What follows belongs to an exercise in optimizing a design on an open flow for small area; a production flow would make more cautious choices.
RTL that was checked went through simulation tests only; none was proved equivalent to the original.
Only the layout flow was run in run 10; the RTL was not checked for function there.
Power is estimated from default activity; no workload was simulated.

==> flow/design.v <==
`timescale 1ns / 1ps
module ICMP(readmode,sendmode,hardreset,inputdata,typeoficmpin,codein,restofheaderin,clock,outputmessage,outputvalid,restofheaderout,typeoficmpout,codeout);
input hardreset;
input [31:0] inputdata;
input [31:0] restofheaderin;
input [7:0] typeoficmpin;
input [7:0] codein;
input clock;
input readmode;
input sendmode;
output [31:0] outputmessage;
output outputvalid;
output reg [31:0] restofheaderout;
output reg [7:0] typeoficmpout;
output reg [7:0] codeout;
reg [4:0] st;
wire ms = ~st[4];
wire mr = st[4];
wire [3:0] cnt = st[3:0];
reg [15:0] h0, h1, h2, h3, h4;
reg [15:0] l1;
reg [15:0] l2_n, l3_n, l4_n;    
wire [15:0] l2 = ~l2_n;
wire [15:0] l3 = ~l3_n;
reg [15:0] lo_n;    
wire [15:0] l4 = ~l4_n;
wire [15:0] lo = ~lo_n;
wire idle   = (st == 5'd0) | (st == 5'd13) | (st == 5'd23);
wire s_e1   = (st == 5'd1);
wire rot    = ms & (cnt >= 4'd4);
wire hsel   = (cnt <= 4'd5);
wire swin   = ms & (cnt >= 4'd9);
wire rwin   = mr & (cnt >= 4'd5);
wire lwin   = (st == 5'd9);
wire l4win  = (ms & (cnt >= 4'd10)) | rwin;
always @(posedge clock) begin
  if (hardreset)
    st <= 5'd0;
  else if (idle)
    st <= readmode ? 5'd17 : (sendmode ? 5'd1 : 5'd0);
  else
    st <= st + 5'd1;
end
wire [15:0] h4_d = rot ? h0 : inputdata[31:16];
wire [15:0] l1_d = rot ? l2 : inputdata[15:0];
wire [15:0] acc_op = s_e1 ? l1_d : lo;
wire [15:0] add_op = hsel ? h4_d : l1_d;
wire [15:0] sum = acc_op + add_op + 16'd1;
always @(posedge clock) begin
  h4 <= h4_d;
  h3 <= s_e1 ? restofheaderin[31:16] : h4;
  h2 <= s_e1 ? {typeoficmpin, codein} : h3;
  h1 <= h2;
  h0 <= h1;
  l1 <= l1_d;
  l2_n <= l3_n;
  l3_n <= l4_n;
  l4_n <= ~(s_e1 ? restofheaderin[15:0] : l1);
  lo_n <= ~sum;
end
always @(posedge clock) begin
  if (hardreset) begin
    restofheaderout <= 32'd0;
    typeoficmpout <= 8'd0;
    codeout <= 8'd0;
  end else begin
    if (mr & (cnt == 4'd2)) begin
      typeoficmpout <= h4[15:8];
      codeout <= h4[7:0];
    end
    if (mr & (cnt == 4'd3))
      restofheaderout <= {h4, l1};
  end
end
assign outputvalid = swin;
assign outputmessage = {({16{swin}} & h0) | ({16{rwin}} & h3),
                        ({16{lwin}} & lo) | ({16{l4win}} & l4)};
endmodule
==> flow/flow/run.sh <==
#!/bin/bash
# Layout: the standard flow (standard.sh) with these changes:
#  - synthesis is ORFS's synth.tcl run through synth_recipe.tcl as standard.sh
#    does, except that ABC maps the logic with flow/area.abc (area mapping)
#    instead of ORFS's speed script; registers are mapped before ABC runs, so
#    they are the standard synthesis's
#  - the port buffers buffer_ports inserts are buf_1 cells
#  - CTS uses clkbuf_8 with smaller sink clusters and inserts no dummy loads
# make's full output goes to standard.log in the work folder; ORFS's per-step
# logs stay under orfs/logs.
set -euo pipefail
W=$(pwd)
export BUFFER_PORTS_ARGS="-buffer_cell sky130_fd_sc_hd__buf_1"
export CTS_ARGS="-sink_clustering_enable -repair_clock_nets -dont_use_dummy_load -buf_list sky130_fd_sc_hd__clkbuf_8 -sink_clustering_size 18 -sink_clustering_max_diameter 60"
awk -v s="$W/flow/area.abc" '{print} /source .*synth_preamble.tcl/ {print "set abc_args [lreplace $abc_args 1 1 " s "]"}' \
  "$FLOW_HOME/scripts/synth.tcl" > "$W/flow_synth.tcl"
grep -q "lreplace" "$W/flow_synth.tcl"
sed "s#source \$::env(SCRIPTS_DIR)/synth.tcl#source $W/flow_synth.tcl#" "$W/synth_recipe.tcl" > "$W/flow_synth_recipe.tcl"
grep -q "flow_synth.tcl" "$W/flow_synth_recipe.tcl"
sed "s#SYNTH_SCRIPT=$W/synth_recipe.tcl#SYNTH_SCRIPT=$W/flow_synth_recipe.tcl#" "$W/standard.sh" > "$W/flow_standard.sh"
grep -q "flow_synth_recipe.tcl" "$W/flow_standard.sh"
bash "$W/flow_standard.sh" > standard.log 2>&1
==> flow/flow/area.abc <==
strash
dc2
dc2
dch -f
amap
==> flow/standard.sh <==
#!/bin/bash
# synth_recipe.tcl (not shown) runs the flow's synth.tcl, then flattens the netlist and writes it again
# the make line also repeats each setting of config.mk as NAME=value (left out here)
make -C /OpenROAD-flow-scripts/flow DESIGN_CONFIG=/design/flow/config.mk WORK_HOME=/design/flow/orfs CLKGATE_MAP_FILE= SYNTH_SCRIPT=/design/flow/synth_recipe.tcl "${@:-finish}"
==> flow/config.mk <==
export PLATFORM = sky130hd
export DESIGN_NAME = ICMP
export DESIGN_NICKNAME = ICMP
export VERILOG_FILES = /design/flow/design.v
export SDC_FILE = /design/flow/constraint.sdc
export NUM_CORES = 4
export LEC_CHECK = 0
export CAP_MARGIN = 20
export CORE_MARGIN = 2
export CORE_UTILIZATION = 70
export PLACE_DENSITY = 0.8
export SLEW_MARGIN = 20
==> flow/constraint.sdc <==
create_clock -name core_clock -period 5.0 [get_ports {clock}]
set_input_delay 1.0000 -clock core_clock [delete_from_list [all_inputs] [get_ports {clock}]]
set_output_delay 1.0000 -clock core_clock [all_outputs]
set_load 0.01 [all_outputs]
==> out/results.ini, run 1 <==
[power_and_ir_drop]
p_leak_nw=3.09
ir_worst_vdd_mv=0.373
p_total_mw=4.02
p_per_area_nw_per_um2=499

[sta]
finalSetupViolCount=0
period_minus_slack_ps=4580
tns_ps=0
rsz0062_at_grt=no
fin_ws_ps=420
finalHoldViolations=0
maxSlewHeadroom_pct=38.9
holdWs_ps=322
post-route-period-util_pct=91.6
drv_slew=0
worstMarginPinSlew_ps=914
finClkSkew_ps=20.8
fmax_mhz=218

[clocking]
path_clk_slew_ps=110
clockRootBuffer=clkbuf_8
cts_tree=yes
clockBufferDepth=3
cts.sinks=213
worstSkewPairLatency_ps=480
htree_levels=1
cts_setup_buffers=0
cts_hold_buf=0
cts_made_buffers=15

[floorplan]
core_um2=9640
rows=36
die_width_um=103
die_y_um=103
dieArea_um2=10600
initial_core_util_pct=70.8
io_pins=165

[setup_path]
crit_arrival_ps=5000
cpMostUsedCell=nor2_1
reg2reg_depth=28
reg2reg_slack_ps=420
path_max_fanout=11
endpoint_kind=flip-flop
max_stage_delay_ps=400
reg2reg_from=st[0]
cp_slowest_cell=dfxtp_4
required_ps=5420
startpoint_type=flip-flop
r2r-end=lo_n[15]
worst-setup-path-type=reg2reg

[finish]
syn2layout_area_growth_pct=18.0
stdcell_count=929
finalCoreUtilization_pct=83.6
postLayoutCellArea_um2=8060
fillers=579
drive_gt1_share_pct=6.78
antenna_cells=0
fin_nets=904

[route]
wl_mm=18.9
ant_nets=0
first_iter_violations=296
routedWlPerCell_um=20.3
num_vias=5752
routed_via_density=6.19
first_pass_iters=5
post-route-drc-count=0

[place]
preCtsSetupSlack_ps=57.9
gp_congestion=0.960
dp_hpwl_mm=12.5
dp_cells=914
post_dp_cell_area_um2=7790
io_buffers=164

[logic_synthesis]
syn-instance-count=602
synth_nets=708
ys_seq_elements=213
ys_warn_count=1
seq_area_frac_synth_pct=62.5
ys_top_cells_by_area=dfxtp_1 62%, o22ai_1 7.2%, o221a_1 5.3%
synth_commonest_cells=213 x dfxtp_1, 79 x o22ai_1, 55 x clkinv_1
mappedNetlistArea_um2=6830
synth_cell_type_count=24
syn_avg_cell_area_um2=11.3
yosysMostFrequentCell=dfxtp_1
yosys.area.top_type_share_pct=62.5
async_flop_share_pct=0
synth_edf_count=0
synth-main-ff-cell=dfxtp_1
yosysTopAreaCell=dfxtp_1

[global_route]
grt_pass1_wl_mm=28.4
overflow=0
grtUsageTotal_pct=35.0
grt_max_degree=36
grt_antenna_before_repair=0
grt_pass1_vias=5679

[worst_hold_path]
min_path_type=reg2reg
holdPathStages=0
hp-start=l3_n[5]
hold_end=l2_n[5]

[status]
status=complete, no violations

[run]
cap_viol_max_count=0

## report_power, final
group	internal (mW)	leakage (nW)	switching [mW]
clock network	0.273	0.108	0.489
logic	0.400	1.20	0.535
registers	2.12	1.78	0.199
## worst max-delay path, delay by kind of cell (launching register included)
| family | cells | cell delay, ps |
|---|---|---|
| AOI/OAI and AO/OA | 11 | 1860 |
| adders and majority gates | 2 | 550 |
| buffers and inverters | 2 | 350 |
| DFF | 1 | 400 |
| and+or+nand+nor | 13 | 1340 |
## flip-flops by register name, summed over array words and instances (netlist names)
signal and flops:
codeout 8, h0 16, h1 16, h2 16
h3 16, h4 16, l1 16, l2_n 16
l3_n 16, l4_n 16, lo_n 16, restofheaderout 32
st 5, typeoficmpout 8
## worst max path at each step
stage,slack (ps),depth (start not counted),end,from
3_5_place_dp,60,30,lo_n[15],st[0]
6_report,420,28,lo_n[15],st[0]
2_1_floorplan,-1600,30,lo_n[15],st[1]
5_1_grt,40,29,lo_n[15],st[4]
3_3_place_gp,470,29,lo_n[15],inputdata[1]
4_1_cts,30,30,lo_n[15],st[0]
## timing repair
action / 4_1_cts / 5_1_grt
endpoints found under the setup margin: 0 / 3
endpoints found under the hold margin: 0 / 0
resized for setup: 0 / 16
## cells in the final DEF, fill, tap and decap left out, drive strengths merged, types with 15 or more instances in the layout
cell type | Yosys | routed
a22o | 16 | 16
a22oi | 16 | 16
buf | 0 | 179
clkbuf | 0 | 15
clkinv | 55 | 51
dfxtp | 213 | 213
ha | 21 | 21
nand2 | 25 | 25
nor2 | 41 | 41
o21ai | 24 | 24
o221a | 32 | 32
o22a | 33 | 33
o22ai | 79 | 79
## cell families after synthesis
kind of cell | after synthesis | share of synthesized area (%)
adders and majority gates | 22 | 4.14
and+or+nand+nor | 79 | 4.69
DFF | 213 | 62.5
buffers and inverters | 55 | 3.02
AOI/OAI and AO/OA | 233 | 25.7
## routing by layer
layer	vias to the layer above	GRT usage [%]	part of all wire [%]
met2	323	59.9	49
li1	2648	-	-
met4	0	13.8	2.9
met1	2734	43.6	39
met3	47	7.25	8.9
met5	-	0	0
## final cells by class
type	instances	area [um2]	share of cell area, %
flip-flops and latches	213	4270	53.0
multi-input cells	334	2450	30.5
repair buffers	179	728	9.04
well taps	133	166	2.07
clock buffers	15	206	2.56
inverters	55	228	2.83
==> run 2, diff against run 1 <==
--- a/flow/config.mk
+++ b/flow/config.mk
@@ -8,5 +8,6 @@
 export CAP_MARGIN = 20
 export CORE_MARGIN = 2
 export CORE_UTILIZATION = 70
+export GPL_TIMING_DRIVEN = 0
 export PLACE_DENSITY = 0.8
 export SLEW_MARGIN = 20
==> run 2 against run 1 <==
Highest routed layer unchanged. Flip-flop and latch count unchanged. Critical endpoint unchanged. Still clean on timing, DRC and antenna. Hold slack worse by 4.8 ps. Routed wire length up 5.1%.
==> out/results.ini, run 2 <==
[setup_path]
cp_num_buf_inv=4
reg2reg_depth=31
cp_slowest_cell=dfxtp_2
reg2reg_slack_ps=230
startpoint_type=flip-flop
cpMostUsedCell=nor2_1
crit_arrival_ps=5210
r2r-end=lo_n[15]
endpoint_kind=flip-flop
path_max_fanout=16
required_ps=5440
critPathTopFamily=compound AO/OA/AOI/OAI gates
worst-setup-path-type=reg2reg
reg2reg_from=st[0]
cp-startpoint=st[0]
max_stage_delay_ps=410

[sta]
holdWs_ps=318
drv_slew=0
finalSetupViolCount=0
maxSlewHeadroom_pct=27.6
period_minus_slack_ps=4770
finalHoldViolations=0
post-route-period-util_pct=95.4
tns_ps=0
worstMarginPinSlew_ps=1090
finClkSkew_ps=33.5
fmax_mhz=210

[route]
num_vias=5926
routed_via_density=6.34
first_pass_iters=7
wl_mm=19.9
post-route-drc-count=0
first_iter_violations=373
ant_nets=0
routedWlPerCell_um=21.3

[worst_hold_path]
min_path_type=reg2reg
hold_end=l2_n[3]
holdPathStages=0
hp-start=l3_n[3]

[floorplan]
die_y_um=103
io_pins=165
dieArea_um2=10600
initial_core_util_pct=70.8
rows=36
core_um2=9640
die_width_um=103

[power_and_ir_drop]
ir_worst_vdd_mv=0.347
p_per_area_nw_per_um2=498
p_leak_nw=3.15
p_total_mw=4.09

[place]
dp_hpwl_mm=12.6
post_dp_cell_area_um2=7850
gp_congestion=0.882
dp_cells=908
io_buffers=164

[logic_synthesis]
syn_avg_cell_area_um2=11.3
synth_cell_type_count=24
ys_seq_elements=213
syn-instance-count=602
mappedNetlistArea_um2=6830
synth_commonest_cells=213 x dfxtp_1, 79 x o22ai_1, 55 x clkinv_1
async_flop_share_pct=0
yosysTopAreaCell=dfxtp_1
yosys.area.top_type_share_pct=62.5
ys_warn_count=1
ys_top_cells_by_area=dfxtp_1 62%, o22ai_1 7.2%, o221a_1 5.3%
synth-main-ff-cell=dfxtp_1
yosysMostFrequentCell=dfxtp_1
synth_nets=708
synth_edf_count=0
seq_area_frac_synth_pct=62.5

[clocking]
htree_levels=1
cts_tree=yes
clockRootBuffer=clkbuf_8
path_clk_slew_ps=110
cts_made_buffers=15
clockBufferDepth=3
cts_hold_buf=0
worstSkewPairLatency_ps=500
cts.sinks=213

[finish]
regMostFlops=restofheaderout
fin_nets=909
mostFrequentLayoutCell=dfxtp_1
drive_gt1_share_pct=7.74
stdcell_count=934
postLayoutCellArea_um2=8210
largest_reg_flops=32
layout_common_cells=209 x dfxtp_1, 164 x buf_1, 77 x o22ai_1
fillers=569
syn2layout_area_growth_pct=20.3
antenna_cells=0

[global_route]
overflow=0
grt_max_degree=47
grt_pass1_vias=5738
grt_antenna_before_repair=0
grt_pass1_wl_mm=28.7
grtUsageTotal_pct=35.5

[status]
status=complete, no violations

[run]
cap_viol_max_count=0

-- run 2: cell counts after synthesis --
Identical to the previous run, type by type.
-- run 2: layout make-up --
class / instances / area (um2) / share of cell area (%)
flip-flops and latches: 213 / 4270 / 52.0
multi-input cells: 334 / 2470 / 30.0
repair buffers: 182 / 837 / 10.2
inverters: 55 / 249 / 3.03
clock buffers: 15 / 206 / 2.51
well taps: 133 / 166 / 2.03
repair inverters: 2 / 17.5 / 0.213
-- run 2: cells by family (layout without fill, tap and decap cells) --
group                    count (synthesis)  count (layout)  share of synthesized area (%)
AO/OA/AOI/OAI                          233             233                           25.7
adder cells (fa/ha/maj)                 22              22                           4.14
buffers and inverters                   55             254                           3.02
flip-flops                             213             213                           62.5
AND/OR/NAND/NOR                         79              79                           4.69
-- run 2: what timing repair did --
action / 4_1_cts / 5_1_grt
cloned: 0 / 2
setup buffers: 1 / 8
pin swaps: 1 / 4
setup endpoints to repair: 3 / 3
gates resized for setup: 8 / 12
-- run 2: how the worst max path moves through the flow --
stage / to / cells past startpoint / slack, ps
5_1_grt: lo_n[15] / 30 / -90
6_report: lo_n[15] / 31 / 230
2_1_floorplan: lo_n[15] / 30 / -1600
4_1_cts: lo_n[15] / 31 / 30
3_3_place_gp: lo_n[15] / 30 / -4140
3_5_place_dp: lo_n[15] / 30 / -620
-- run 2: stage by stage --
stage / util [%] / setup WS (ps)
2_1_floorplan: - / -1600
3_3_place_gp: 79.4 / -4140
3_5_place_dp: 81.4 / -620
4_1_cts: 84.0 / 28.6
5_1_grt: 85.2 / -87.6
6_report: 85.2 / 230
-- run 2: metal layers --
layer	global-route usage, %	part of all wire [%]	up-vias	wire length, um
met2	61.0	50	378	9920
li1	-	-	2661	-
met1	43.3	37	2832	7390
met3	6.64	9.4	55	1880
met4	16.6	3.4	0	680
met5	0	0	-	0
-- run 2: where the power goes --
group          internal (mW)  switching [mW]
Combinational          0.444           0.559
Sequential              2.12           0.201
Clock                  0.273           0.490
==> run 3, diff against run 2 <==
--- a/flow/flow/run.sh
+++ b/flow/flow/run.sh
@@ -4,6 +4,8 @@
 #    does, except that ABC maps the logic with flow/area.abc (area mapping)
 #    instead of ORFS's speed script; registers are mapped before ABC runs, so
 #    they are the standard synthesis's
+#  - the floorplan step removes synthesis buffers (REMOVE_ABC_BUFFERS=1)
+#    instead of running repair_timing on wire-load estimates
 #  - the port buffers buffer_ports inserts are buf_1 cells
 #  - CTS uses clkbuf_8 with smaller sink clusters and inserts no dummy loads
 # make's full output goes to standard.log in the work folder; ORFS's per-step
@@ -11,6 +13,7 @@
 set -euo pipefail
 W=$(pwd)
 export BUFFER_PORTS_ARGS="-buffer_cell sky130_fd_sc_hd__buf_1"
+export REMOVE_ABC_BUFFERS=1
 export CTS_ARGS="-sink_clustering_enable -repair_clock_nets -dont_use_dummy_load -buf_list sky130_fd_sc_hd__clkbuf_8 -sink_clustering_size 18 -sink_clustering_max_diameter 60"
 awk -v s="$W/flow/area.abc" '{print} /source .*synth_preamble.tcl/ {print "set abc_args [lreplace $abc_args 1 1 " s "]"}' \
   "$FLOW_HOME/scripts/synth.tcl" > "$W/flow_synth.tcl"
--- a/flow/config.mk
+++ b/flow/config.mk
@@ -8,6 +8,5 @@
 export CAP_MARGIN = 20
 export CORE_MARGIN = 2
 export CORE_UTILIZATION = 70
-export GPL_TIMING_DRIVEN = 0
 export PLACE_DENSITY = 0.8
 export SLEW_MARGIN = 20
==> run 3 against run 2 <==
Non-clock buffer count fell by 1. Flip-flop and latch count did not move. Hold slack got worse by 41 ps. Worst setup slack improved by 150 ps. Highest routed layer unchanged. Largest power group unchanged.
==> out/results.ini, run 3 <==
[route]
ant_nets=0
post-route-drc-count=0
routed_via_density=6.09
wl_mm=18.2
num_vias=5672
first_iter_violations=299
routedWlPerCell_um=19.5
first_pass_iters=6

[power_and_ir_drop]
pwr-share-seq_pct=57.9
p_leak_nw=3.09
pwr-share-comb_pct=22.9
ir_worst_vdd_mv=0.364
p_sw_mw=1.20
internal-power_mw=2.80
switching_share_pct=30.0
p_per_area_nw_per_um2=498
clock_power_share_pct=19.2

[finish]
antenna_cells=0
fillers=628
finalCoreUtilization_pct=83.2
mostFrequentLayoutCell=dfxtp_1
regMostFlops=restofheaderout
syn2layout_area_growth_pct=17.5
largest_reg_flops=32
drive_gt1_share_pct=5.89
fin_nets=906
layout_common_cells=212 x dfxtp_1, 164 x buf_1, 77 x o22ai_1

[status]
status=complete, no violations

[logic_synthesis]
synth_edf_count=0
syn-instance-count=602
yosysTopAreaCell=dfxtp_1
seq_area_frac_synth_pct=62.5
ys_warn_count=1
mappedNetlistArea_um2=6830
yosysMostFrequentCell=dfxtp_1
yosys.area.top_type_share_pct=62.5
synth-main-ff-cell=dfxtp_1
async_flop_share_pct=0
synth_commonest_cells=213 x dfxtp_1, 79 x o22ai_1, 55 x clkinv_1
ys_seq_elements=213
synth_cell_type_count=24
ys_top_cells_by_area=dfxtp_1 62%, o22ai_1 7.2%, o221a_1 5.3%
syn_avg_cell_area_um2=11.3

[floorplan]
core_um2=9640
rows=36
io_pins=165
initial_core_util_pct=70.8
die_y_um=103
dieArea_um2=10600
die_width_um=103

[setup_path]
max_stage_delay_ps=420
path_max_fanout=9
crit_arrival_ps=5020
cp_slowest_cell=dfxtp_1
endpoint_kind=flip-flop
worst-setup-path-type=reg2reg
required_ps=5400
critPathTopFamily=compound AO/OA/AOI/OAI gates
cpMostUsedCell=nor2_1
startpoint_type=flip-flop
cp_num_buf_inv=3

[run]
cap_viol_max_count=0

[place]
dp_hpwl_mm=12.2
io_buffers=164
gp_congestion=0.931

[sta]
period_minus_slack_ps=4620
post-route-period-util_pct=92.5
fmax_mhz=216
worstMarginPinSlew_ps=1070
maxSlewHeadroom_pct=28.8
finClkSkew_ps=65.4
finalHoldViolations=0
drv_slew=0
finalSetupViolCount=0
tns_ps=0

[global_route]
grt_max_degree=38
grt_antenna_before_repair=0
overflow=0
grt_pass1_vias=5674
grt_pass1_wl_mm=27.6
grtUsageTotal_pct=33.6

[clocking]
cts.sinks=213
clockRootBuffer=clkbuf_8
cts_hold_buf=0
htree_levels=1
cts_tree=yes
cts_made_buffers=15
worstSkewPairLatency_ps=510
clockBufferDepth=3
path_clk_slew_ps=110

[worst_hold_path]
min_path_type=reg2reg

[run 3: cell counts after synthesis]
No cell type changed its count.
[run 3: cell type report]
type / instances / area (um2) / area share [%]
Sequential cell: 213 / 4270 / 53.2
Multi-Input combinational cell: 334 / 2410 / 30.1
Inverter: 55 / 213 / 2.65
Clock buffer: 15 / 206 / 2.57
Timing Repair Buffer: 181 / 756 / 9.42
Tap cell: 133 / 166 / 2.07
[run 3: routing by layer]
| layer | vias to the layer above | share of wire (%) | track usage, % |
|---|---|---|---|
| met4 | 0 | 2.3 | 11.4 |
| met3 | 46 | 8.1 | 6.31 |
| li1 | 2653 | - | - |
| met1 | 2719 | 40 | 42.9 |
| met5 | - | 0 | 0 |
| met2 | 254 | 49 | 57.7 |
[run 3: kinds of logic after synthesis]
family	Yosys count	synth area share (%)
compound gates	233	25.7
flops	213	62.5
simple gates	79	4.69
buf+inv	55	3.02
fa+ha+maj	22	4.14
[run 3: path summary, 6_finish.rpt]
| kind | start | cells past startpoint | end | slack (ps) |
|---|---|---|---|---|
| hold / removal | l3_n[4] | 0 | l2_n[4] | 280 |
| setup / recovery | st[3] | 30 | lo_n[15] | 380 |
| setup reg to reg | st[3] | 30 | lo_n[15] | 380 |
| hold reg to reg | l3_n[4] | 0 | l2_n[4] | 280 |
[run 3: timing repair]
item                                    in CTS  in global routing
resized for setup                            0                 20
buffers inserted                             0                  2
endpoints found under the setup margin       0                  3
[run 3: power groups by stage]
stage / registers [mW] / clock network, mW / logic, mW
floorplan: 2.28 / 0 / 0.654
global placement: 2.33 / 0 / 0.840
detailed placement: 2.34 / 0 / 0.873
CTS: 2.31 / 0.766 / 0.885
global route: 2.35 / 0.827 / 1.03
finish: 2.31 / 0.765 / 0.917
[run 3: stage by stage]
| stage | power (mW) | cell area (um2) | setup WS, ps | instances | hold slack, ps |
|---|---|---|---|---|---|
| floorplan | 2.94 | 6830 | -4960 | 602 | 310 |
| global placement | 3.17 | 7740 | 448 | 914 | 310 |
| detailed placement | 3.22 | 7740 | 185 | 914 | 314 |
| CTS | 3.96 | 7950 | 96.3 | 929 | 285 |
| global route | 4.21 | 8020 | -81.9 | 931 | 299 |
| finish | 4.00 | 8020 | 377 | 931 | 276 |
==> run 4, diff against run 3 <==
--- a/flow/config.mk
+++ b/flow/config.mk
@@ -9,4 +9,5 @@
 export CORE_MARGIN = 2
 export CORE_UTILIZATION = 70
 export PLACE_DENSITY = 0.8
+export SETUP_SLACK_MARGIN = -0.3
 export SLEW_MARGIN = 20
==> run 4 against run 3 <==
Die area stayed put. Worst setup slack worse by 170 ps. Final area is 0.55% lower. Via count is 0.14% lower. Routed wire length is 0.39% lower. Combinational power is 2% lower. Clock-buffer cell count stayed put. Power is 0.52% lower. Hold slack better by 3.7 ps. Clock skew is 7.7 ps lower. Sequential power hardly changed. Largest cell class unchanged.
==> out/results.ini, run 4 <==
[power_and_ir_drop]
ir_worst_vdd_mv=0.364
p_per_area_nw_per_um2=498
p_leak_nw=3.07

[place]
dp_cells=914
dp_hpwl_mm=12.2
gp_congestion=0.931
io_buffers=164

[setup_path]
worst-setup-path-type=reg2reg
critPathTopFamily=simple AND/OR/NAND/NOR gates
cp_slowest_cell=dfxtp_1
endpoint_kind=flip-flop
max_stage_delay_ps=380
startpoint_type=flip-flop
crit_arrival_ps=5200
required_ps=5400
path_max_fanout=37
cp_num_buf_inv=3
cpMostUsedCell=nor2_1

[logic_synthesis]
muxShareOfSynthArea_pct=0
async_flop_share_pct=0
synth_compound_area_share_pct=25.7
synth-main-ff-cell=dfxtp_1
ys_seq_elements=213
ys_warn_count=1
synth_commonest_cells=213 x dfxtp_1, 79 x o22ai_1, 55 x clkinv_1
synth_cell_type_count=24
yosysTopAreaCell=dfxtp_1
syn_avg_cell_area_um2=11.3
ys_top_cells_by_area=dfxtp_1 62%, o22ai_1 7.2%, o221a_1 5.3%
syn-instance-count=602
synthAdderAreaFrac_pct=4.14
yosysMostFrequentCell=dfxtp_1
synth_top_family_by_area=compound AO/OA/AOI/OAI gates
synth-simple-area-share_pct=4.69
yosys.area.top_type_share_pct=62.5
mappedNetlistArea_um2=6830
seq_area_frac_synth_pct=62.5
synth_edf_count=0
synth-xor-area-share_pct=0

[sta]
finClkSkew_ps=57.7
holdWs_ps=280
drv_slew=0
post-route-period-util_pct=95.9
finalHoldViolations=0
period_minus_slack_ps=4800
worstMarginPinSlew_ps=1060
tns_ps=0
fmax_mhz=208
finalSetupViolCount=0
maxSlewHeadroom_pct=29.4

[worst_hold_path]
min_path_type=reg2reg

[route]
wl_mm=18.1
first_iter_violations=270
ant_nets=0
first_pass_iters=6
routed_via_density=6.10
post-route-drc-count=0
routedWlPerCell_um=19.5
num_vias=5664

[finish]
largest_reg_flops=32
regMostFlops=restofheaderout
mostFrequentLayoutCell=dfxtp_1
drive_gt1_share_pct=4.90
antenna_cells=0
layout_common_cells=213 x dfxtp_1, 164 x buf_1, 77 x o22ai_1
stdcell_count=929
syn2layout_area_growth_pct=16.9
fin_nets=904

[floorplan]
die_width_um=103
die_y_um=103
initial_core_util_pct=70.8
io_pins=165
core_um2=9640
rows=36
dieArea_um2=10600

[global_route]
overflow=0
grt_max_degree=38
grtUsageTotal_pct=33.6
grt_antenna_before_repair=0
grt_pass1_vias=5674
grt_pass1_wl_mm=27.6

[clocking]
cts_made_buffers=15
clockRootBuffer=clkbuf_8
path_clk_slew_ps=110
htree_levels=1
cts_tree=yes
worstSkewPairLatency_ps=510
cts.sinks=213
clockBufferDepth=3
cts_hold_buf=0

[status]
status=complete, no violations

[run]
cap_viol_max_count=0

[run 4: cell types whose count changed in the layout (fill, tap and decap cells not counted), moves of 2 or more]
cell,change
o21ai_1,-2
o21ai_0,+2
buf_4,-2
clkinv_1,+4
inv_2,-3
[run 4: final cells by class]
class	count	area [um2]
tap	133	166
clock buffer	15	206
inverter	55	210
timing repair buffer	179	732
multi-input combinational	334	2400
fill	640	1660
sequential	213	4260
[run 4: cells by family after synthesis]
group,after synthesis
AO/OA/AOI/OAI,233
adder cells (fa/ha/maj),22
buffers and inverters,55
flip-flops,213
AND/OR/NAND/NOR,79
[run 4: routing by layer]
metal / vias to the layer above / share of wire (%) / wire length (um) / global-route usage [%]
met5: - / 0 / 0 / 0
met4: 0 / 2.5 / 450 / 11.4
met3: 45 / 8.8 / 1590 / 6.31
met2: 269 / 49 / 8920 / 57.7
met1: 2704 / 39 / 7160 / 42.9
li1: 2646 / - / - / -
[run 4: repair_timing]
item | CTS | global route
setup endpoints to repair | 0 | 1
setup buffers | 0 | 0
gates resized for setup | 0 | 5
[run 4: path summary, 6_finish.rpt]
check,startpoint,to,slack (ps),cells past startpoint
max,st[2],lo_n[15],200,29
min,l3_n[4],l2_n[4],280,0
max reg2reg,st[2],lo_n[15],200,29
min reg2reg,l3_n[4],l2_n[4],280,0
[run 4: power breakdown]
part / internal [mW] / switching [mW] / leakage (nW)
clock: 0.272 / 0.492 / 0.108
sequential: 2.12 / 0.188 / 1.78
combinational: 0.392 / 0.508 / 1.18
total: 2.79 / 1.19 / 3.07
[run 4: stage by stage]
step	worst slack [ps]	total power, mW	utilization [%]	instance area [um2]
after detailed placement	185	3.22	80.3	7740
after floorplan	-4960	2.94	-	6830
after CTS	96.3	3.96	82.5	7950
after global routing	-293	4.19	82.7	7980
final	203	3.97	82.7	7980
after global placement	448	3.17	80.3	7740
==> run 5, diff against run 4 <==
--- a/flow/config.mk
+++ b/flow/config.mk
@@ -9,5 +9,5 @@
 export CORE_MARGIN = 2
 export CORE_UTILIZATION = 70
 export PLACE_DENSITY = 0.8
-export SETUP_SLACK_MARGIN = -0.3
+export SETUP_SLACK_MARGIN = -0.15
 export SLEW_MARGIN = 20
==> run 5 against run 4 <==
Still clean. Fmax grew 2.4%. Flip-flop and latch count unchanged. Non-clock buffer count is 2 higher. Synthesized cell count did not move. Clock-buffer cell count unchanged. Final area up 0.44%. Highest routed layer unchanged.
==> out/results.ini, run 5 <==
[power_and_ir_drop]
p_leak_nw=3.09
p_total_mw=3.99
p_sw_mw=1.19
pwr-share-seq_pct=58.0
internal-power_mw=2.79
clock_power_share_pct=19.2
ir_worst_vdd_mv=0.364
pwr-share-comb_pct=22.9
p_per_area_nw_per_um2=498
switching_share_pct=29.9

[setup_path]
startpoint_type=flip-flop
worst-setup-path-type=reg2reg
endpoint_kind=flip-flop
crit_arrival_ps=5080
reg2reg_depth=30
reg2reg_slack_ps=320
r2r-end=lo_n[15]
cpMostUsedCell=nor2_1
max_stage_delay_ps=460
required_ps=5400
path_max_fanout=9
cp_slowest_cell=dfxtp_1
endpoint=lo_n[15]
cp-startpoint=st[2]
reg2reg_from=st[2]

[sta]
fin_ws_ps=317
fmax_mhz=214
period_minus_slack_ps=4680
finalHoldViolations=0
tns_ps=0
drv_slew=0
worstMarginPinSlew_ps=1060
post-route-period-util_pct=93.7
maxSlewHeadroom_pct=29.1
finClkSkew_ps=62.9
finalSetupViolCount=0
holdWs_ps=279

[logic_synthesis]
seq_area_frac_synth_pct=62.5
synth-main-ff-cell=dfxtp_1
synth_edf_count=0
ys_seq_elements=213
synth_commonest_cells=213 x dfxtp_1, 79 x o22ai_1, 55 x clkinv_1
syn_avg_cell_area_um2=11.3
yosysTopAreaCell=dfxtp_1
yosysMostFrequentCell=dfxtp_1
ys_warn_count=1
ys_top_cells_by_area=dfxtp_1 62%, o22ai_1 7.2%, o221a_1 5.3%
yosys.area.top_type_share_pct=62.5
synth_cell_type_count=24
mappedNetlistArea_um2=6830
async_flop_share_pct=0
syn-instance-count=602

[finish]
stdcell_count=931
syn2layout_area_growth_pct=17.4
mostFrequentLayoutCell=dfxtp_1
antenna_cells=0
regMostFlops=restofheaderout
largest_reg_flops=32
ff_latch_area_um2=4260
drive_gt1_share_pct=5.39
fillers=631
finalCoreUtilization_pct=83.1
layout_common_cells=213 x dfxtp_1, 164 x buf_1, 77 x o22ai_1
postLayoutCellArea_um2=8010
multi_input_area_um2=2410
fin_nets=906

[floorplan]
die_y_um=103
die_width_um=103
initial_core_util_pct=70.8
io_pins=165
dieArea_um2=10600
core_um2=9640
rows=36

[run]
cap_viol_max_count=0

[global_route]
grt_pass1_vias=5674
overflow=0
grt_antenna_before_repair=0
grtUsageTotal_pct=33.6
grt_max_degree=38
grt_pass1_wl_mm=27.6

[route]
post-route-drc-count=0
wl_mm=18.2
first_pass_iters=5
first_iter_violations=286
num_vias=5690
routed_via_density=6.11
ant_nets=0
routedWlPerCell_um=19.5

[clocking]
clockBufferDepth=3
worstSkewPairLatency_ps=510
cts_made_buffers=15
path_clk_slew_ps=110
clockRootBuffer=clkbuf_8
cts.sinks=213
htree_levels=1
cts_tree=yes
cts_hold_buf=0

[place]
dp_hpwl_mm=12.2
gp_congestion=0.931
post_dp_cell_area_um2=7740
dp_cells=914
io_buffers=164
preCtsSetupSlack_ps=185

[status]
status=complete, no violations

[worst_hold_path]
min_path_type=reg2reg

-- run 5: how the worst min path moves through the flow --
stage / start / endpoint / slack (ps) / cells past startpoint
2_1_floorplan: h1[0] / h0[0] / 310 / 0
3_3_place_gp: l3_n[2] / l2_n[2] / 310 / 0
3_5_place_dp: h2[6] / h1[6] / 310 / 0
4_1_cts: l3_n[4] / l2_n[4] / 280 / 0
5_1_grt: l3_n[4] / l2_n[4] / 300 / 0
6_report: l3_n[4] / l2_n[4] / 280 / 0
-- run 5: cell families (layout without fill, tap and decap cells) --
family                   after synthesis  after routing  synth area share [%]
buffers and inverters                 55            251                  3.02
flip-flops                           213            213                  62.5
adder cells (fa/ha/maj)               22             22                  4.14
AND/OR/NAND/NOR                       79             79                  4.69
AO/OA/AOI/OAI                        233            233                  25.7
-- run 5: layout make-up --
type	count	area share, %
sequential	213	53.2
multi-input combinational	334	30.0
timing repair buffer	181	9.43
inverter	55	2.66
clock buffer	15	2.58
tap	133	2.08
-- run 5: power by group through the flow --
stage	combinational, mW	clock, mW	sequential (mW)
finish	0.912	0.764	2.31
global route	1.03	0.827	2.35
CTS	0.885	0.766	2.31
detailed placement	0.873	0	2.34
global placement	0.840	0	2.33
floorplan	0.654	0	2.28
-- run 5: metal layers --
metal | vias up | routed length [um] | GRT usage, %
met2 | 273 | 8910 | 57.7
met1 | 2729 | 7370 | 42.9
met5 | - | 0 | 0
met3 | 39 | 1460 | 6.31
li1 | 2649 | - | -
met4 | 0 | 411 | 11.4
-- run 5: critical path, delay by kind of cell, from the launching register on --
kind / cells / cell delay (ps)
flip-flops: 1 / 460
buffers and inverters: 3 / 500
AND/OR/NAND/NOR: 15 / 1530
AO/OA/AOI/OAI: 11 / 1760
adder cells (fa/ha/maj): 1 / 300
-- run 5: what timing repair did --
action	CTS	global route
gates resized for setup	0	14
buffers inserted	0	2
setup endpoints to repair	0	1
==> run 6, diff against run 5 <==
--- a/flow/config.mk
+++ b/flow/config.mk
@@ -8,6 +8,5 @@
 export CAP_MARGIN = 20
 export CORE_MARGIN = 2
 export CORE_UTILIZATION = 70
-export PLACE_DENSITY = 0.8
-export SETUP_SLACK_MARGIN = -0.15
+export PLACE_DENSITY = 0.9
 export SLEW_MARGIN = 20
==> run 6 against run 5 <==
Still clean. First-iteration DRC count rose by 24%. Die area did not move. Power rose by 2.6%. Clock-buffer cell count did not move. Largest power group unchanged. Highest routed layer unchanged.
==> out/results.ini, run 6 <==
[logic_synthesis]
ys_warn_count=1
seq_area_frac_synth_pct=62.5
yosysMostFrequentCell=dfxtp_1
synth_commonest_cells=213 x dfxtp_1, 79 x o22ai_1, 55 x clkinv_1
synth_cell_type_count=24
yosysTopAreaCell=dfxtp_1
yosys.area.top_type_share_pct=62.5
mappedNetlistArea_um2=6830
syn-instance-count=602
synth-main-ff-cell=dfxtp_1
synth_edf_count=0
async_flop_share_pct=0
ys_top_cells_by_area=dfxtp_1 62%, o22ai_1 7.2%, o221a_1 5.3%
ys_seq_elements=213
syn_avg_cell_area_um2=11.3

[global_route]
grt_pass1_wl_mm=28.5
grt_antenna_before_repair=0
grt_max_degree=64
grt_pass1_vias=5819
grtUsageTotal_pct=34.5
overflow=0

[setup_path]
crit_arrival_ps=5080
cpMostUsedCell=nor2_1
endpoint_kind=flip-flop
max_stage_delay_ps=350
cp_slowest_cell=dfxtp_1
required_ps=5400
startpoint_type=flip-flop
worst-setup-path-type=reg2reg
path_max_fanout=16

[finish]
regMostFlops=restofheaderout
mostFrequentLayoutCell=dfxtp_1
syn2layout_area_growth_pct=19.2
largest_reg_flops=32
layout_common_cells=212 x dfxtp_1, 164 x buf_1, 77 x o22ai_1
drive_gt1_share_pct=7.67
antenna_cells=0
fin_nets=916
stdcell_count=941

[clocking]
path_clk_slew_ps=110
cts_tree=yes
clockRootBuffer=clkbuf_8
cts_hold_buf=0
worstSkewPairLatency_ps=500
cts.sinks=213
htree_levels=1
clockBufferDepth=3
cts_made_buffers=15

[sta]
period_minus_slack_ps=4680
fmax_mhz=214
finalSetupViolCount=0
finClkSkew_ps=46.1
holdWs_ps=323
post-route-period-util_pct=93.6
finalHoldViolations=0
fin_ws_ps=319
drv_slew=0
worstMarginPinSlew_ps=946
tns_ps=0
maxSlewHeadroom_pct=36.8

[floorplan]
dieArea_um2=10600
rows=36
die_width_um=103
io_pins=165
core_um2=9640
die_y_um=103
initial_core_util_pct=70.8

[power_and_ir_drop]
switching_share_pct=30.7
clock_power_share_pct=18.9
p_sw_mw=1.26
pwr-share-comb_pct=24.3
pwr-share-seq_pct=56.8
p_leak_nw=3.16
internal-power_mw=2.83
p_total_mw=4.09
ir_worst_vdd_mv=0.386
p_per_area_nw_per_um2=503

[place]
io_buffers=164
dp_hpwl_mm=12.2
gp_congestion=0.917
preCtsSetupSlack_ps=319
dp_cells=914

[route]
num_vias=5899
routed_via_density=6.27
wl_mm=19.7
first_iter_violations=355
first_pass_iters=5
routedWlPerCell_um=20.9
post-route-drc-count=0
ant_nets=0

[run]
cap_viol_max_count=0

[status]
status=complete, no violations

[worst_hold_path]
min_path_type=reg2reg

run 6: final timing paths:
path         endpoint  cells after the start  slack, ps  startpoint
min             h1[9]                      0        320       h2[9]
min reg2reg     h1[9]                      0        320       h2[9]
max          lo_n[15]                     31        320       st[1]
max reg2reg  lo_n[15]                     31        320       st[1]
run 6: area by class of cell:
| class | count | area (um2) |
|---|---|---|
| flip-flops and latches | 213 | 4270 |
| repair buffers | 191 | 863 |
| well taps | 133 | 166 |
| inverters | 55 | 216 |
| clock buffers | 15 | 206 |
| fillers | 544 | 1510 |
| multi-input cells | 334 | 2420 |
run 6: power groups by stage:
stage / clock network (mW) / registers, mW / logic (mW)
finish: 0.773 / 2.32 / 0.996
CTS: 0.764 / 2.31 / 0.905
floorplan: 0 / 2.28 / 0.654
global placement: 0 / 2.32 / 0.841
global route: 0.829 / 2.36 / 1.09
detailed placement: 0 / 2.35 / 0.887
run 6: cell families (layout without fill, tap and decap cells):
| family | Yosys count | after routing | synth area share [%] |
|---|---|---|---|
| and+or+nand+nor | 79 | 79 | 4.69 |
| DFF | 213 | 213 | 62.5 |
| buffers and inverters | 55 | 261 | 3.02 |
| adders and majority gates | 22 | 22 | 4.14 |
| AOI/OAI and AO/OA | 233 | 233 | 25.7 |
run 6: worst max-delay path, delay by kind of cell (launching register included):
kind	cells	cell delay (ps)
flip-flops	1	350
AO/OA/AOI/OAI	10	1490
AND/OR/NAND/NOR	14	1530
buffers and inverters	5	620
adder cells (fa/ha/maj)	2	580
run 6: metrics by stage:
stage,cell area [um2],util (%)
after CTS,7960,82.6
after floorplan,6830,-
final,8130,84.4
after detailed placement,7750,80.5
after global placement,7750,80.4
after global routing,8130,84.4
run 6: timing repair:
item / in CTS / in global routing
resized for setup: 0 / 24
setup buffers: 0 / 10
endpoints found under the setup margin: 0 / 2
run 6: per-layer routing:
metal | track usage, % | part of all wire, % | vias up
met2 | 59.3 | 48 | 407
met1 | 44.4 | 38 | 2767
met5 | 0 | 0 | -
li1 | - | - | 2666
met3 | 6.17 | 11 | 59
met4 | 11.2 | 2.4 | 0
==> run 7, diff against run 6 <==
--- a/flow/config.mk
+++ b/flow/config.mk
@@ -7,6 +7,6 @@
 export LEC_CHECK = 0
 export CAP_MARGIN = 20
 export CORE_MARGIN = 2
-export CORE_UTILIZATION = 70
+export CORE_UTILIZATION = 80
 export PLACE_DENSITY = 0.9
 export SLEW_MARGIN = 20
==> run 7 against run 6 <==
The run now fails in clock tree synthesis. Area after synthesis stayed put. Synthesized cell count stayed put.
==> out/results.ini, run 7 <==
[status]
status=aborted with a tool error
haltStage=clock tree synthesis
firstError=[ERROR DPL-0033] detailed placement checks failed during check placement.

[logic_synthesis]
seq_area_frac_synth_pct=62.5
yosysTopAreaCell=dfxtp_1
mappedNetlistArea_um2=6830
syn_avg_cell_area_um2=11.3
synth_edf_count=0
syn-instance-count=602
synth_commonest_cells=213 x dfxtp_1, 79 x o22ai_1, 55 x clkinv_1
ys_warn_count=1
ys_seq_elements=213
yosysMostFrequentCell=dfxtp_1
synth-main-ff-cell=dfxtp_1
synth_cell_type_count=24
async_flop_share_pct=0
ys_top_cells_by_area=dfxtp_1 62%, o22ai_1 7.2%, o221a_1 5.3%
yosys.area.top_type_share_pct=62.5

[place]
dp_cells=885
preCtsSetupSlack_ps=135
gp_congestion=1.02
dp_hpwl_mm=14.1
io_buffers=164

[clocking]
clockRootBuffer=clkbuf_8
cts_hold_buf=0
clockBufferDepth=3
htree_levels=1
cts_made_buffers=15
cts_setup_buffers=6
post_cts_resized=35
cts.sinks=213

[floorplan]
initial_core_util_pct=82.7
die_width_um=96.4
io_pins=165
die_y_um=96.4
rows=33

==> run 7: power groups by stage <==
stage / clock, mW / combinational [mW] / sequential [mW]
after floorplan: 0 / 0.654 / 2.28
after global placement: 0 / 0.834 / 2.32
after detailed placement: 0 / 0.919 / 2.36
==> run 7: how the worst max path moves through the flow <==
stage,start,endpoint,slack (ps),cells after the start
after floorplan,st[1],lo_n[15],-4960,30
after detailed placement,st[1],lo_n[15],130,30
after global placement,inputdata[1],lo_n[15],530,29
==> run 7: cells by family after synthesis <==
kind of cell / after synthesis / share of synthesized area [%]
DFF: 213 / 62.5
and+or+nand+nor: 79 / 4.69
adders and majority gates: 22 / 4.14
buffers and inverters: 55 / 3.02
AOI/OAI and AO/OA: 233 / 25.7
==> run 7: per-stage QoR <==
| step | TNS, ps | instance area [um2] |
|---|---|---|
| after global placement | 0 | 7700 |
| after detailed placement | 0 | 7700 |
| after floorplan | -165890 | 6830 |
==> run 8, diff against run 7 <==
--- a/flow/flow/run.sh
+++ b/flow/flow/run.sh
@@ -14,7 +14,7 @@
 W=$(pwd)
 export BUFFER_PORTS_ARGS="-buffer_cell sky130_fd_sc_hd__buf_1"
 export REMOVE_ABC_BUFFERS=1
-export CTS_ARGS="-sink_clustering_enable -repair_clock_nets -dont_use_dummy_load -buf_list sky130_fd_sc_hd__clkbuf_8 -sink_clustering_size 18 -sink_clustering_max_diameter 60"
+export CTS_ARGS="-sink_clustering_enable -repair_clock_nets -dont_use_dummy_load -buf_list sky130_fd_sc_hd__clkbuf_8 -sink_clustering_size 20 -sink_clustering_max_diameter 45"
 awk -v s="$W/flow/area.abc" '{print} /source .*synth_preamble.tcl/ {print "set abc_args [lreplace $abc_args 1 1 " s "]"}' \
   "$FLOW_HOME/scripts/synth.tcl" > "$W/flow_synth.tcl"
 grep -q "lreplace" "$W/flow_synth.tcl"
--- a/flow/config.mk
+++ b/flow/config.mk
@@ -7,6 +7,6 @@
 export LEC_CHECK = 0
 export CAP_MARGIN = 20
 export CORE_MARGIN = 2
-export CORE_UTILIZATION = 80
-export PLACE_DENSITY = 0.9
+export CORE_UTILIZATION = 70
+export PLACE_DENSITY = 0.8
 export SLEW_MARGIN = 20
==> run 8 against run 7 <==
The run now finishes clean. Synthesized cell count did not move. Area after synthesis did not move.
==> out/results.ini, run 8 <==
[status]
status=complete, no violations

[setup_path]
worst-setup-path-type=reg2reg
reg2reg_slack_ps=420
reg2reg_from=st[3]
cp_slowest_cell=dfxtp_1
reg2reg_depth=30
r2r-end=lo_n[15]
path_max_fanout=9
crit_arrival_ps=4970
startpoint_type=flip-flop
required_ps=5400
cpMostUsedCell=nor2_1
max_stage_delay_ps=430
endpoint_kind=flip-flop

[sta]
worstMarginPinSlew_ps=1060
fmax_mhz=219
maxSlewHeadroom_pct=29.2
period_minus_slack_ps=4580
finalSetupViolCount=0
drv_slew=0
post-route-period-util_pct=91.5
finalHoldViolations=0
finClkSkew_ps=85.5
fin_ws_ps=424

[floorplan]
die_y_um=103
dieArea_um2=10600
initial_core_util_pct=70.8
rows=36
core_um2=9640
die_width_um=103
io_pins=165

[logic_synthesis]
synth_cell_type_count=24
seq_area_frac_synth_pct=62.5
ys_seq_elements=213
syn_avg_cell_area_um2=11.3
synth_commonest_cells=213 x dfxtp_1, 79 x o22ai_1, 55 x clkinv_1
synth_edf_count=0
yosysTopAreaCell=dfxtp_1
synth-main-ff-cell=dfxtp_1
ys_top_cells_by_area=dfxtp_1 62%, o22ai_1 7.2%, o221a_1 5.3%
syn-instance-count=602
mappedNetlistArea_um2=6830
ys_warn_count=1
yosysMostFrequentCell=dfxtp_1
async_flop_share_pct=0
yosys.area.top_type_share_pct=62.5

[clocking]
path_clk_slew_ps=120
clockBufferDepth=3
cts.sinks=213
cts_hold_buf=0
cts_made_buffers=16
worstSkewPairLatency_ps=510
cts_tree=yes
clockRootBuffer=clkbuf_8
htree_levels=1

[power_and_ir_drop]
ir_worst_vdd_mv=0.334
p_per_area_nw_per_um2=501
p_leak_nw=3.10

[global_route]
overflow=0
grt_pass1_wl_mm=27.9
grt_max_degree=38
grt_antenna_before_repair=0
grt_pass1_vias=5705
grtUsageTotal_pct=34.0

[route]
wl_mm=18.6
routed_via_density=6.09
post-route-drc-count=0
routedWlPerCell_um=20.0
first_pass_iters=5
num_vias=5686
ant_nets=0
first_iter_violations=311

[place]
dp_hpwl_mm=12.2
gp_congestion=0.931
preCtsSetupSlack_ps=185
io_buffers=164
post_dp_cell_area_um2=7740

[finish]
mostFrequentLayoutCell=dfxtp_1
drive_gt1_share_pct=6.25
antenna_cells=0
syn2layout_area_growth_pct=17.8
fin_nets=908
layout_common_cells=211 x dfxtp_1, 164 x buf_1, 77 x o22ai_1
regMostFlops=restofheaderout
postLayoutCellArea_um2=8040
largest_reg_flops=32

[worst_hold_path]
min_path_type=reg2reg
hp-start=l3_n[4]
holdPathStages=0
hold_end=l2_n[4]

[run]
cap_viol_max_count=0

-- run 8: cell counts after synthesis --
No cell type changed its count.
-- run 8: cell families (layout without fill, tap and decap cells) --
family	after synthesis	in the layout	share of synthesized area (%)
adders and majority gates	22	22	4.14
buffers and inverters	55	253	3.02
DFF	213	213	62.5
AOI/OAI and AO/OA	233	233	25.7
and+or+nand+nor	79	79	4.69
-- run 8: per-stage QoR --
| stage | setup TNS (ps) | utilization (%) | cells | hold slack, ps | power [mW] |
|---|---|---|---|---|---|
| 6_report | 0 | 83.4 | 933 | 281 | 4.03 |
| 3_3_place_gp | 0 | 80.3 | 914 | 310 | 3.17 |
| 2_1_floorplan | -165890 | - | 602 | 310 | 2.94 |
| 4_1_cts | 0 | 82.6 | 930 | 281 | 3.99 |
| 3_5_place_dp | 0 | 80.3 | 914 | 314 | 3.22 |
| 5_1_grt | -72.2 | 83.4 | 933 | 282 | 4.24 |
-- run 8: cell type report --
| type | instances | area [um2] |
|---|---|---|
| Fill cell | 622 | 1600 |
| Sequential cell | 213 | 4270 |
| Timing Repair Buffer | 182 | 763 |
| Multi-Input combinational cell | 334 | 2410 |
| Tap cell | 133 | 166 |
| Inverter | 55 | 213 |
| Clock buffer | 16 | 220 |
-- run 8: layer usage --
layer	share of wire [%]	global-route usage [%]
met5	0	0
met4	2.5	12.2
met3	8.4	6.78
met2	49	58.0
met1	40	43.4
-- run 8: worst max-delay path by stage --
stage          slack, ps  depth (start not counted)       end   from
2_1_floorplan      -4960                         30  lo_n[15]  st[1]
3_3_place_gp         450                         29  lo_n[15]  st[2]
3_5_place_dp         180                         29  lo_n[15]  st[2]
4_1_cts               80                         29  lo_n[15]  st[2]
5_1_grt              -70                         30  lo_n[15]  st[3]
6_report             420                         30  lo_n[15]  st[3]
-- run 8: power by group --
part	internal (mW)	switching, mW
clock	0.290	0.501
combinational	0.405	0.520
sequential	2.12	0.192
total	2.82	1.21
-- run 8: critical path: cells and delay by family (launching register included) --
kind            cells  cell delay (ps)
simple gates       15             1500
compound gates     11             1730
flops               1              430
buf+inv             3              490
fa+ha+maj           1              300
-- run 8: timing repair --
item / CTS / global route
buffers inserted: 0 / 3
setup endpoints to repair: 0 / 3
resized for setup: 0 / 22
==> run 9, diff against run 8 <==
--- a/flow/flow/run.sh
+++ b/flow/flow/run.sh
@@ -14,7 +14,7 @@
 W=$(pwd)
 export BUFFER_PORTS_ARGS="-buffer_cell sky130_fd_sc_hd__buf_1"
 export REMOVE_ABC_BUFFERS=1
-export CTS_ARGS="-sink_clustering_enable -repair_clock_nets -dont_use_dummy_load -buf_list sky130_fd_sc_hd__clkbuf_8 -sink_clustering_size 20 -sink_clustering_max_diameter 45"
+export CTS_ARGS="-sink_clustering_enable -repair_clock_nets -dont_use_dummy_load -buf_list \"sky130_fd_sc_hd__clkbuf_4 sky130_fd_sc_hd__clkbuf_8\" -sink_clustering_size 18 -sink_clustering_max_diameter 60"
 awk -v s="$W/flow/area.abc" '{print} /source .*synth_preamble.tcl/ {print "set abc_args [lreplace $abc_args 1 1 " s "]"}' \
   "$FLOW_HOME/scripts/synth.tcl" > "$W/flow_synth.tcl"
 grep -q "lreplace" "$W/flow_synth.tcl"
==> run 9 against run 8 <==
Still clean. Flip-flop and latch count unchanged. Final area down 0.28%. Area after synthesis unchanged. Via count down 0.25%. Fmax down 1.0%. Routed wire length down 2.3%. Die area unchanged. Critical path depth unchanged. Worst setup slack worse by 47 ps.
==> out/results.ini, run 9 <==
[logic_synthesis]
yosys.area.top_type_share_pct=62.5
syn-instance-count=602
ys_top_cells_by_area=dfxtp_1 62%, o22ai_1 7.2%, o221a_1 5.3%
yosysTopAreaCell=dfxtp_1
ys_warn_count=1
syn_avg_cell_area_um2=11.3
synth_edf_count=0
synth-main-ff-cell=dfxtp_1
ys_seq_elements=213
synth_commonest_cells=213 x dfxtp_1, 79 x o22ai_1, 55 x clkinv_1
seq_area_frac_synth_pct=62.5
mappedNetlistArea_um2=6830
synth_cell_type_count=24
yosysMostFrequentCell=dfxtp_1
async_flop_share_pct=0

[route]
met1_length_mm=7.31
first_iter_violations=299
met2_length_mm=8.98
num_vias=5672
routed_via_density=6.09
first_pass_iters=6
wl_mm=18.2
routed-wl-met3_mm=1.48
top_layer=met4
post-route-drc-count=0
routedWlPerCell_um=19.5
ant_nets=0

[setup_path]
endpoint_kind=flip-flop
crit_arrival_ps=5020
required_ps=5400
r2r-end=lo_n[15]
reg2reg_depth=30
cpMostUsedCell=nor2_1
reg2reg_from=st[3]
cp-startpoint=st[3]
startpoint_type=flip-flop
max_stage_delay_ps=420
cp_slowest_cell=dfxtp_1
reg2reg_slack_ps=380
path_max_fanout=9
worst-setup-path-type=reg2reg

[sta]
finalHoldViolations=0
post-route-period-util_pct=92.5
worstMarginPinSlew_ps=1070
period_minus_slack_ps=4620
finClkSkew_ps=65.4
fmax_mhz=216
maxSlewHeadroom_pct=28.8
drv_slew=0
finalSetupViolCount=0
fin_ws_ps=377

[place]
dp_hpwl_mm=12.2
io_buffers=164
dp_cells=914
gp_congestion=0.931
preCtsSetupSlack_ps=185

[clocking]
path_clk_slew_ps=110
cts_hold_buf=0
cts_made_buffers=15
cts.sinks=213
worstSkewPairLatency_ps=510
htree_levels=1
clockBufferDepth=3
clockRootBuffer=clkbuf_8
cts_tree=yes

[finish]
mostFrequentLayoutCell=dfxtp_1
largest_reg_flops=32
stdcell_count=931
antenna_cells=0
drive_gt1_share_pct=5.89
layout_common_cells=212 x dfxtp_1, 164 x buf_1, 77 x o22ai_1
syn2layout_area_growth_pct=17.5
regMostFlops=restofheaderout
fin_nets=906
fillers=628

[power_and_ir_drop]
p_per_area_nw_per_um2=498
p_sw_mw=1.20
pwr-share-seq_pct=57.9
internal-power_mw=2.80
p_total_mw=4.00
pwr-share-comb_pct=22.9
p_leak_nw=3.09
switching_share_pct=30.0
clock_power_share_pct=19.2
ir_worst_vdd_mv=0.364

[global_route]
overflow=0
grt_max_degree=38
grtUsageTotal_pct=33.6
grt_pass1_vias=5674
grt_antenna_before_repair=0
grt_pass1_wl_mm=27.6

[run]
cap_viol_max_count=0

[floorplan]
core_um2=9640
dieArea_um2=10600
die_width_um=103
rows=36
initial_core_util_pct=70.8
die_y_um=103
io_pins=165

[worst_hold_path]
holdPathStages=0
hp-start=l3_n[4]
hold_end=l2_n[4]
min_path_type=reg2reg

[status]
status=complete, no violations

[run 9: layout make-up]
type / instances / area [um2] / area share, %
multi-input combinational: 334 / 2410 / 30.1
timing repair buffer: 181 / 756 / 9.42
sequential: 213 / 4270 / 53.2
inverter: 55 / 213 / 2.65
tap: 133 / 166 / 2.07
clock buffer: 15 / 206 / 2.57
[run 9: layer usage]
| metal | global-route usage (%) | up-vias |
|---|---|---|
| met2 | 57.7 | 254 |
| met4 | 11.4 | 0 |
| li1 | - | 2653 |
| met3 | 6.31 | 46 |
| met5 | 0 | - |
| met1 | 42.9 | 2719 |
[run 9: worst max path at each step]
stage                     slack [ps]       end
after global routing             -80  lo_n[15]
after detailed placement         180  lo_n[15]
after floorplan                -4960  lo_n[15]
after CTS                        100  lo_n[15]
after global placement           450  lo_n[15]
final                            380  lo_n[15]
[run 9: power by group through the flow]
stage	logic (mW)	registers [mW]	clock network, mW
2_1_floorplan	0.654	2.28	0
3_3_place_gp	0.840	2.33	0
3_5_place_dp	0.873	2.34	0
4_1_cts	0.885	2.31	0.766
5_1_grt	1.03	2.35	0.827
6_report	0.917	2.31	0.765
[run 9: stage by stage]
| stage | instance area (um2) | TNS, ps | util [%] | hold slack (ps) |
|---|---|---|---|---|
| 3_5_place_dp | 7740 | 0 | 80.3 | 314 |
| 2_1_floorplan | 6830 | -165890 | - | 310 |
| 6_report | 8020 | 0 | 83.2 | 276 |
| 4_1_cts | 7950 | 0 | 82.5 | 285 |
| 3_3_place_gp | 7740 | 0 | 80.3 | 310 |
| 5_1_grt | 8020 | -81.9 | 83.2 | 299 |
[run 9: critical path, delay by kind of cell, from the launching register on]
family          cells  cell delay (ps)
simple gates       15             1510
buf+inv             3              520
fa+ha+maj           1              300
compound gates     11             1740
flops               1              420
[run 9: cells by family (layout without fill, tap and decap cells)]
| family | after synthesis | in the layout | synth area share, % |
|---|---|---|---|
| AOI/OAI and AO/OA | 233 | 233 | 25.7 |
| adders and majority gates | 22 | 22 | 4.14 |
| buffers and inverters | 55 | 251 | 3.02 |
| DFF | 213 | 213 | 62.5 |
| and+or+nand+nor | 79 | 79 | 4.69 |
[run 9: what timing repair did]
action                                 4_1_cts  5_1_grt
resized for setup                            0       20
buffers inserted                             0        2
setup endpoints to repair                    0        3
endpoints found under the hold margin        0        0
==> run 10, diff against run 9 <==
--- a/flow/design.v
+++ b/flow/design.v
@@ -14,9 +14,6 @@
 output reg [7:0] typeoficmpout;
 output reg [7:0] codeout;
 reg [4:0] st;
-wire ms = ~st[4];
-wire mr = st[4];
-wire [3:0] cnt = st[3:0];
 reg [15:0] h0, h1, h2, h3, h4;
 reg [15:0] l1;
 reg [15:0] l2_n, l3_n, l4_n;    
@@ -25,19 +22,19 @@
 reg [15:0] lo_n;    
 wire [15:0] l4 = ~l4_n;
 wire [15:0] lo = ~lo_n;
-wire idle   = (st == 5'd0) | (st == 5'd13) | (st == 5'd23);
-wire s_e1   = (st == 5'd1);
-wire rot    = ms & (cnt >= 4'd4);
-wire hsel   = (cnt <= 4'd5);
-wire swin   = ms & (cnt >= 4'd9);
-wire rwin   = mr & (cnt >= 4'd5);
-wire lwin   = (st == 5'd9);
-wire l4win  = (ms & (cnt >= 4'd10)) | rwin;
+wire idle   = (st == 5'd0) | (st == 5'd25) | (st == 5'd7);
+wire s_e1   = (st == 5'd13);
+wire rot    = st[4];
+wire hsel   = (st <= 5'd17);
+wire swin   = (st >= 5'd21);
+wire rwin   = (st >= 5'd5) & (st <= 5'd7);
+wire lwin   = (st == 5'd21);
+wire l4win  = (st >= 5'd22) | rwin;
 always @(posedge clock) begin
   if (hardreset)
     st <= 5'd0;
   else if (idle)
-    st <= readmode ? 5'd17 : (sendmode ? 5'd1 : 5'd0);
+    st <= readmode ? 5'd1 : (sendmode ? 5'd13 : 5'd0);
   else
     st <= st + 5'd1;
 end
@@ -64,11 +61,11 @@
     typeoficmpout <= 8'd0;
     codeout <= 8'd0;
   end else begin
-    if (mr & (cnt == 4'd2)) begin
+    if (st == 5'd2) begin
       typeoficmpout <= h4[15:8];
       codeout <= h4[7:0];
     end
-    if (mr & (cnt == 4'd3))
+    if (st == 5'd3)
       restofheaderout <= {h4, l1};
   end
 end
--- a/flow/flow/run.sh
+++ b/flow/flow/run.sh
@@ -14,7 +14,7 @@
 W=$(pwd)
 export BUFFER_PORTS_ARGS="-buffer_cell sky130_fd_sc_hd__buf_1"
 export REMOVE_ABC_BUFFERS=1
-export CTS_ARGS="-sink_clustering_enable -repair_clock_nets -dont_use_dummy_load -buf_list \"sky130_fd_sc_hd__clkbuf_4 sky130_fd_sc_hd__clkbuf_8\" -sink_clustering_size 18 -sink_clustering_max_diameter 60"
+export CTS_ARGS="-sink_clustering_enable -repair_clock_nets -dont_use_dummy_load -buf_list sky130_fd_sc_hd__clkbuf_8 -sink_clustering_size 18 -sink_clustering_max_diameter 60"
 awk -v s="$W/flow/area.abc" '{print} /source .*synth_preamble.tcl/ {print "set abc_args [lreplace $abc_args 1 1 " s "]"}' \
   "$FLOW_HOME/scripts/synth.tcl" > "$W/flow_synth.tcl"
 grep -q "lreplace" "$W/flow_synth.tcl"
--- a/flow/config.mk
+++ b/flow/config.mk
@@ -9,4 +9,5 @@
 export CORE_MARGIN = 2
 export CORE_UTILIZATION = 70
 export PLACE_DENSITY = 0.8
+export SETUP_SLACK_MARGIN = -0.3
 export SLEW_MARGIN = 20
==> run 10 against run 9 <==
Power is 14% lower. Clock-buffer cell count stayed put. Combinational power is 25% lower. Die area is 0.21% lower. Global-route usage is 0.11 points lower. Register-to-register slack worse by 190 ps. Sequential share of layout area is 0.29 points higher. Fmax is 4.0% lower. Clock skew is 42 ps lower. Sequential power is 14% lower. Largest cell class unchanged.
==> out/results.ini, run 10 <==
[status]
status=complete, no violations

[route]
ant_nets=0
first_iter_violations=368
num_vias=5795
routed_via_density=6.28
post-route-drc-count=0
wl_mm=18.7
first_pass_iters=6
routedWlPerCell_um=20.3

[logic_synthesis]
yosys.area.top_type_share_pct=62.6
synth_cell_type_count=25
synth_commonest_cells=213 x dfxtp_1, 80 x o22ai_1, 50 x clkinv_1
seq_area_frac_synth_pct=62.6
muxShareOfSynthArea_pct=0
yosysMostFrequentCell=dfxtp_1
synth-xor-area-share_pct=0.129
mappedNetlistArea_um2=6810
ys_warn_count=1
synth_edf_count=0
yosysTopAreaCell=dfxtp_1
syn_avg_cell_area_um2=11.4
synthAdderAreaFrac_pct=3.97
async_flop_share_pct=0
ys_top_cells_by_area=dfxtp_1 63%, o22ai_1 7.3%, o221a_1 5.3%
ys_seq_elements=213
synth-main-ff-cell=dfxtp_1
synth-simple-area-share_pct=5.02
synth_compound_area_share_pct=25.5
syn-instance-count=599
synth_top_family_by_area=compound AO/OA/AOI/OAI gates

[clocking]
cts.sinks=213
worstSkewPairLatency_ps=480
cts_made_buffers=15
clockBufferDepth=3
cts_tree=yes
htree_levels=1
clockRootBuffer=clkbuf_8
path_clk_slew_ps=110

[setup_path]
cpMostUsedCell=nor2_1
crit_arrival_ps=5180
worst-setup-path-type=reg2reg
max_stage_delay_ps=370
cp_slowest_cell=nor3_2
path_max_fanout=17
required_ps=5370
endpoint_kind=flip-flop
startpoint_type=flip-flop

[floorplan]
io_pins=165
core_um2=9330
initial_core_util_pct=73.0
die_width_um=103
rows=35
dieArea_um2=10500
die_y_um=103

[global_route]
grtUsageTotal_pct=33.4
grt_antenna_before_repair=0
grt_max_degree=67
grt_pass1_wl_mm=27.8
grt_pass1_vias=5714
overflow=0

[finish]
regMostFlops=restofheaderout
antenna_cells=0
fin_nets=901
syn2layout_area_growth_pct=17.1
layout_common_cells=212 x dfxtp_1, 164 x buf_1, 79 x o22ai_1
fillers=522
drive_gt1_share_pct=4.79
largest_reg_flops=32
mostFrequentLayoutCell=dfxtp_1

[run]
cap_viol_max_count=0

[power_and_ir_drop]
switching_share_pct=28.6
clock_power_share_pct=22.3
pwr-share-comb_pct=20.1
p_sw_mw=0.982
internal-power_mw=2.45
p_leak_nw=3.06
ir_worst_vdd_mv=0.390
p_total_mw=3.44
p_per_area_nw_per_um2=431
pwr-share-seq_pct=57.5

[sta]
fmax_mhz=208
maxSlewHeadroom_pct=39.0
worstMarginPinSlew_ps=913
period_minus_slack_ps=4820
tns_ps=0
drv_slew=0
finalSetupViolCount=0
finClkSkew_ps=23.4
finalHoldViolations=0
post-route-period-util_pct=96.3

[place]
dp_hpwl_mm=12.2
gp_congestion=0.847
io_buffers=164

[worst_hold_path]
min_path_type=reg2reg

run 10: cell count changes after synthesis, moves of 2 or more:
cell | before | now
a31oi_1 | 2 | 0
nor2_1 | 41 | 38
nand2_1 | 25 | 27
o21ai_0 | 24 | 26
clkinv_1 | 55 | 50
or2_0 | 0 | 2
run 10: repair_timing:
| item | in CTS | in global routing |
|---|---|---|
| endpoints found under the setup margin | 0 | 1 |
| setup buffers | 0 | 0 |
| hold buffers | 0 | 0 |
| gates resized for setup | 0 | 4 |
run 10: area by class of cell:
cell class | count | area (um2) | share of cell area [%]
sequential | 213 | 4270 | 53.5
multi-input combinational | 336 | 2370 | 29.8
timing repair buffer | 180 | 777 | 9.74
clock buffer | 15 | 206 | 2.59
inverter | 50 | 191 | 2.40
tap | 129 | 161 | 2.02
run 10: metrics by stage:
stage	area [um2]	hold slack (ps)	utilization (%)	worst slack [ps]	std cells
after global routing	7980	336	85.5	-304	923
after detailed placement	7710	312	82.7	248	906
after global placement	7710	310	82.7	371	906
after floorplan	6810	310	-	-5210	599
after CTS	7920	331	84.9	220	921
final	7980	330	85.5	184	923
run 10: worst max-delay path: cells and delay by family (launching register included):
family                     cells  cell delay [ps]
and+or+nand+nor               14             1740
AOI/OAI and AO/OA             10             1590
buffers and inverters          4              530
adders and majority gates      2              470
DFF                            1              360
run 10: cells by family after synthesis:
| group | Yosys count |
|---|---|
| adders and majority gates | 21 |
| DFF | 213 |
| AOI/OAI and AO/OA | 232 |
| xor gates and xnor gates | 1 |
| buffers and inverters | 50 |
| and+or+nand+nor | 82 |
run 10: routing by layer:
layer | share of wire, % | global-route usage (%) | routed length [um] | up-vias
met1 | 38 | 43.3 | 7170 | 2748
met3 | 10 | 5.08 | 1870 | 63
met5 | 0 | 0 | 0 | -
li1 | - | - | - | 2646
met2 | 48 | 58.0 | 9040 | 338
met4 | 3.3 | 10.7 | 624 | 0
run 10: worst paths after layout:
path,end,from,slack [ps],cells past startpoint
min,h1[7],h2[7],330,0
max,lo_n[15],st[1],180,30
max reg2reg,lo_n[15],st[1],180,30
min reg2reg,h1[7],h2[7],330,0
run 10: power groups by stage:
stage                     clock (mW)  combinational, mW  sequential [mW]
after detailed placement           0              0.669             2.01
final                          0.767              0.692             1.98
after floorplan                    0              0.479             1.99
after global routing           0.829              0.780             1.99
after global placement             0              0.636             2.00
after CTS                      0.761              0.676             1.97

[separate check: timing with driven ports]
In the flow no input, the clock included, has a driving cell. The finished layouts below were timed again as built, in two steps.
Step 1: set_driving_cell puts a clkbuf_16 on clock and a buf_2 on each other input, an assumption about the parent block.
Step 2 adds t to the input delays and takes it off the output delays; t is the mean of the earliest and latest rising clock arrival at the registers after step 1. Input paths then give back, and output paths get back, about the clock's delay inside the block.
a / b / c = no drivers / after step 1 / after step 2; a / b = the first two.
run | t (ns) | setup WS [ns] | hold WS [ns] | worst register clock-pin slew, ns | cell pins on the clock port's net
run 1 | 0.504 | 0.420 / 0.420 / 0.270 | 0.322 / 0.322 / 0.322 | 0.11 / 0.11 | 1
run 2 | 0.521 | 0.230 / 0.230 / 0.145 | 0.318 / 0.318 / 0.318 | 0.11 / 0.11 | 1
run 3 | 0.510 | 0.377 / 0.377 / 0.253 | 0.276 / 0.276 / 0.276 | 0.11 / 0.11 | 1
run 4 | 0.512 | 0.203 / 0.203 / 0.203 | 0.280 / 0.280 / 0.280 | 0.11 / 0.11 | 1
run 5 | 0.510 | 0.317 / 0.317 / 0.289 | 0.279 / 0.279 / 0.279 | 0.11 / 0.11 | 1
run 6 | 0.518 | 0.319 / 0.319 / 0.319 | 0.323 / 0.323 / 0.323 | 0.11 / 0.11 | 1
run 8 | 0.510 | 0.424 / 0.424 / 0.288 | 0.281 / 0.281 / 0.281 | 0.12 / 0.12 | 1
run 9 | 0.510 | 0.377 / 0.377 / 0.253 | 0.276 / 0.276 / 0.276 | 0.11 / 0.11 | 1
run 10 | 0.505 | 0.184 / 0.184 / 0.124 | 0.330 / 0.330 / 0.330 | 0.11 / 0.11 | 1
After both steps every run listed still meets setup and hold. The setup slack of run 1, which loses most, moves by 0.000 ns with the drivers and by -0.150 ns with both steps.
